This is an optimization exercise on Yosys and OpenROAD, whose aim is small area, not a production implementation.
The RTL was checked by simulation tests, not by an equivalence proof against the original design.
The flow treats the clock pin as an ideal source. Dropping or thinning the clock tree relies on that and would not hold on a real chip.
Power is estimated from default activity; no workload was simulated.

Design gppm_top, start of the top module:
module gppm_top (
  input clk,
  input reset,
  input [7:0] sw,
  output [7:0] leds
);
clock: 10.0 ns
lec_check: 0
cap_margin: 20
core_area: 3 3 63 63
die_area: 0 0 66 66
place_density: 0.95
slew_margin: 20
standard.sh (not shown) runs the stock make flow with config.mk's settings and CLKGATE_MAP_FILE= SYNTH_SCRIPT=/design/flow/synth_recipe.tcl, a recipe that flattens the netlist after the stock synthesis.
==> flow/flow/run.sh <==
#!/bin/bash
# Own layout flow: the standard synthesis, then an area-oriented re-synthesis of
# the same RTL (flow/mysynth.py: its registers renamed to the standard
# synthesis's, and proven equivalent to the standard netlist with Yosys), then
# the standard ORFS flow from floorplan on, with the smallest buffer on the ports.
set -euo pipefail
W=$(pwd)
F=$W/flow
R=$W/orfs/results/$FLOW_PLATFORM/gppm_top/base
LIB=$FLOW_HOME/platforms/$FLOW_PLATFORM/lib/sky130_fd_sc_hd__tt_025C_1v80.lib

bash standard.sh synth > $W/log_synth.txt 2>&1

mkdir -p $W/mysynth
cd $W/mysynth
cp $R/1_2_yosys.v std_1_2_yosys.v
if python3 $F/mysynth.py $W/mysynth/std_1_2_yosys.v $FLOW_DESIGN $LIB $FLOW_TOP $F $W/mysynth/chosen.v \
    > $W/log_mysynth.txt 2>&1; then
  cp chosen.v $R/1_2_yosys.v
fi
cd $W

bash standard.sh "BUFFER_PORTS_ARGS=-buffer_cell sky130_fd_sc_hd__buf_1" "POST_CTS_TCL=$F/post_cts.tcl" "CLK_PLAN=1 sky130_fd_sc_hd__clkbuf_8" finish > $W/log_finish.txt 2>&1
==> flow/flow/post_cts.tcl <==
# POST_CTS hook: replace the clock tree CTS built by one buffer (CLK_ROOT_CELL)
# that drives every register's clock pin, placed at the registers' centre.
set block [ord::get_db_block]
set port_net [[$block findBTerm clk] getNet]
set ::pc_sinks {}
set ::pc_bufs {}
proc pc_walk {net} {

  foreach it [$net getITerms] {
    if {[$it isOutputSignal]} continue
    set inst [$it getInst]
    set mname [[$inst getMaster] getName]
    if {[string match "*clkbuf*" $mname] || [string match "*clkinv*" $mname] || [string match "*buf_*" $mname]} {
      if {[lsearch $::pc_bufs $inst] < 0} {
        lappend ::pc_bufs $inst
        set out [$inst findITerm X]
        if {$out eq "NULL" || $out eq ""} { set out [$inst findITerm Y] }
        if {$out ne "NULL" && $out ne "" && [$out getNet] ne "NULL"} { pc_walk [$out getNet] }
      }
    } else {
      lappend ::pc_sinks $it
    }
  }
}
pc_walk $port_net
puts "post_cts: [llength $::pc_sinks] clock sinks, [llength $::pc_bufs] clock tree cells"
set oldnets {}
foreach b $::pc_bufs {
  foreach it [$b getITerms] { set n [$it getNet]; if {$n ne "NULL" && $n ne $port_net && [lsearch $oldnets $n] < 0 && ![$n isSpecial] && [$n getSigType] ne "POWER" && [$n getSigType] ne "GROUND"} { lappend oldnets $n } }
}
foreach it $::pc_sinks { $it disconnect }
foreach b $::pc_bufs { odb::dbInst_destroy $b }
foreach n $oldnets { if {[llength [$n getITerms]] == 0} { odb::dbNet_destroy $n } }
# CLK_PLAN: "N CELL": N buffers of type CELL on the clock port, each driving the
# clock pins of one group of registers (groups split by x position)
lassign $::env(CLK_PLAN) nbuf cell
set m [[ord::get_db] findMaster $cell]
set keyed {}
foreach it $::pc_sinks { set b [[$it getInst] getBBox]; lappend keyed [list [$b xMin] [$b yMin] $it] }
set keyed [lsort -integer -index 0 $keyed]
set n [llength $keyed]
for {set k 0} {$k < $nbuf} {incr k} {
  set buf [odb::dbInst_create $block $m clkbuf_${k}_clk]
  set net [odb::dbNet_create $block clknet_${k}_clk]
  $net setSigType CLOCK
  [$buf findITerm A] connect $port_net
  [$buf findITerm X] connect $net
  foreach it [$buf getITerms] {
    set mt [$it getMTerm]
    if {[$mt getSigType] eq "POWER"} { $it connect [$block findNet VDD] }
    if {[$mt getSigType] eq "GROUND"} { $it connect [$block findNet VSS] }
  }
  set lo [expr {$k * $n / $nbuf}]; set hi [expr {($k + 1) * $n / $nbuf}]
  set xs 0; set ys 0
  foreach e [lrange $keyed $lo [expr {$hi - 1}]] { lassign $e x y it; $it connect $net; incr xs $x; incr ys $y }
  set c [expr {$hi - $lo}]
  $buf setLocation [expr {$xs / $c}] [expr {$ys / $c}]
  $buf setPlacementStatus PLACED
}
detailed_placement
check_placement -verbose
estimate_parasitics -placement
set w 0
foreach pin [get_pins -of_objects [get_cells *] -filter "name==CLK"] { set s [get_property $pin slew_max]; if {$s > $w} {set w $s} }
puts "post_cts: worst register clock slew $w"
Other scripts of this flow, unchanged in this note and not shown: flow/flow/abc_a.abc, flow/flow/abc_b.abc, flow/flow/abc_c.abc, flow/flow/abc_d.abc, flow/flow/mysynth.py
The first run finished clean.
Rerun with:
--- a/flow/flow/run.sh
+++ b/flow/flow/run.sh
@@ -23 +23 @@
-bash standard.sh "BUFFER_PORTS_ARGS=-buffer_cell sky130_fd_sc_hd__buf_1" "POST_CTS_TCL=$F/post_cts.tcl" "CLK_PLAN=1 sky130_fd_sc_hd__clkbuf_8" finish > $W/log_finish.txt 2>&1
+bash standard.sh "BUFFER_PORTS_ARGS=-buffer_cell sky130_fd_sc_hd__buf_1" "POST_CTS_TCL=$F/post_cts.tcl" "CLK_PLAN=2 sky130_fd_sc_hd__clkbuf_4" finish > $W/log_finish.txt 2>&1
What happened: Final area barely changes. Utilization barely changes. Critical path depth stays the same. Power went down by 0.54%. Sequential share of layout area stays flat. Sequential power barely changes. Final cell count came out higher by 0.71%.
Rerun with:
--- a/flow/flow/post_cts.tcl
+++ b/flow/flow/post_cts.tcl
@@ -5,4 +5,4 @@
-set ::pc_sinks {}
-set ::pc_bufs {}
-proc pc_walk {net} {
-
+set sinks {}
+set bufs {}
+proc walk {net} {
+  global sinks bufs
@@ -14,2 +14,2 @@
-      if {[lsearch $::pc_bufs $inst] < 0} {
-        lappend ::pc_bufs $inst
+      if {[lsearch $bufs $inst] < 0} {
+        lappend bufs $inst
@@ -18 +18 @@
-        if {$out ne "NULL" && $out ne "" && [$out getNet] ne "NULL"} { pc_walk [$out getNet] }
+        if {$out ne "NULL" && $out ne "" && [$out getNet] ne "NULL"} { walk [$out getNet] }
@@ -21 +21 @@
-      lappend ::pc_sinks $it
+      lappend sinks $it
@@ -25,2 +25,2 @@
-pc_walk $port_net
-puts "post_cts: [llength $::pc_sinks] clock sinks, [llength $::pc_bufs] clock tree cells"
+walk $port_net
+puts "post_cts: [llength $sinks] clock sinks, [llength $bufs] clock tree cells"
@@ -28 +28 @@
-foreach b $::pc_bufs {
+foreach b $bufs {
@@ -31,2 +31,2 @@
-foreach it $::pc_sinks { $it disconnect }
-foreach b $::pc_bufs { odb::dbInst_destroy $b }
+foreach it $sinks { $it disconnect }
+foreach b $bufs { odb::dbInst_destroy $b }
@@ -39 +39 @@
-foreach it $::pc_sinks { set b [[$it getInst] getBBox]; lappend keyed [list [$b xMin] [$b yMin] $it] }
+foreach it $sinks { set b [[$it getInst] getBBox]; lappend keyed [list [$b xMin] [$b yMin] $it] }
Effect: The new run died in 4_1_cts; area after synthesis is unchanged; synthesized cell count is unchanged.
Rerun with:
--- a/flow/flow/run.sh
+++ b/flow/flow/run.sh
@@ -23 +23 @@
-bash standard.sh "BUFFER_PORTS_ARGS=-buffer_cell sky130_fd_sc_hd__buf_1" "POST_CTS_TCL=$F/post_cts.tcl" "CLK_PLAN=2 sky130_fd_sc_hd__clkbuf_4" finish > $W/log_finish.txt 2>&1
+bash standard.sh "BUFFER_PORTS_ARGS=-buffer_cell sky130_fd_sc_hd__buf_1" "POST_CTS_TCL=$F/post_cts.tcl" "CLK_PLAN=1 sky130_fd_sc_hd__clkbuf_8" finish > $W/log_finish.txt 2>&1
The new run never finished: it broke off in 4_1_cts. Synthesized area stays the same. Synthesized cell count stays the same.
The clock cells of the first and second runs of this note come from the design's own scripts or RTL, not from TritonCTS.

## separate check: timing with driven ports
The results above use ideal ports. As a check the final layouts listed here were re-extracted and re-timed, cells and wires unchanged.
Step 1 sets driving cells, clkbuf_16 on the clock port and buf_2 on the other inputs (assumed; they add their load-dependent delay and slew).
Step 2 adds t to the input delays and takes it off the output delays; t is the mean of the earliest and latest rising clock arrival at the registers after step 1. Input paths then give back, and output paths get back, about the clock's delay inside the block.
Slacks: ideal ports / drivers / drivers and shift; pairs: ideal ports / drivers.
run	shift t [ns]	setup slack, ns	worst hold slack (ns)
the first run	0.197	6.979 / 6.954 / 7.150	0.403 / 0.403 / 0.403
the second run	0.191	6.987 / 6.960 / 7.150	0.402 / 0.402 / 0.402
After both steps every run listed still meets setup and hold.
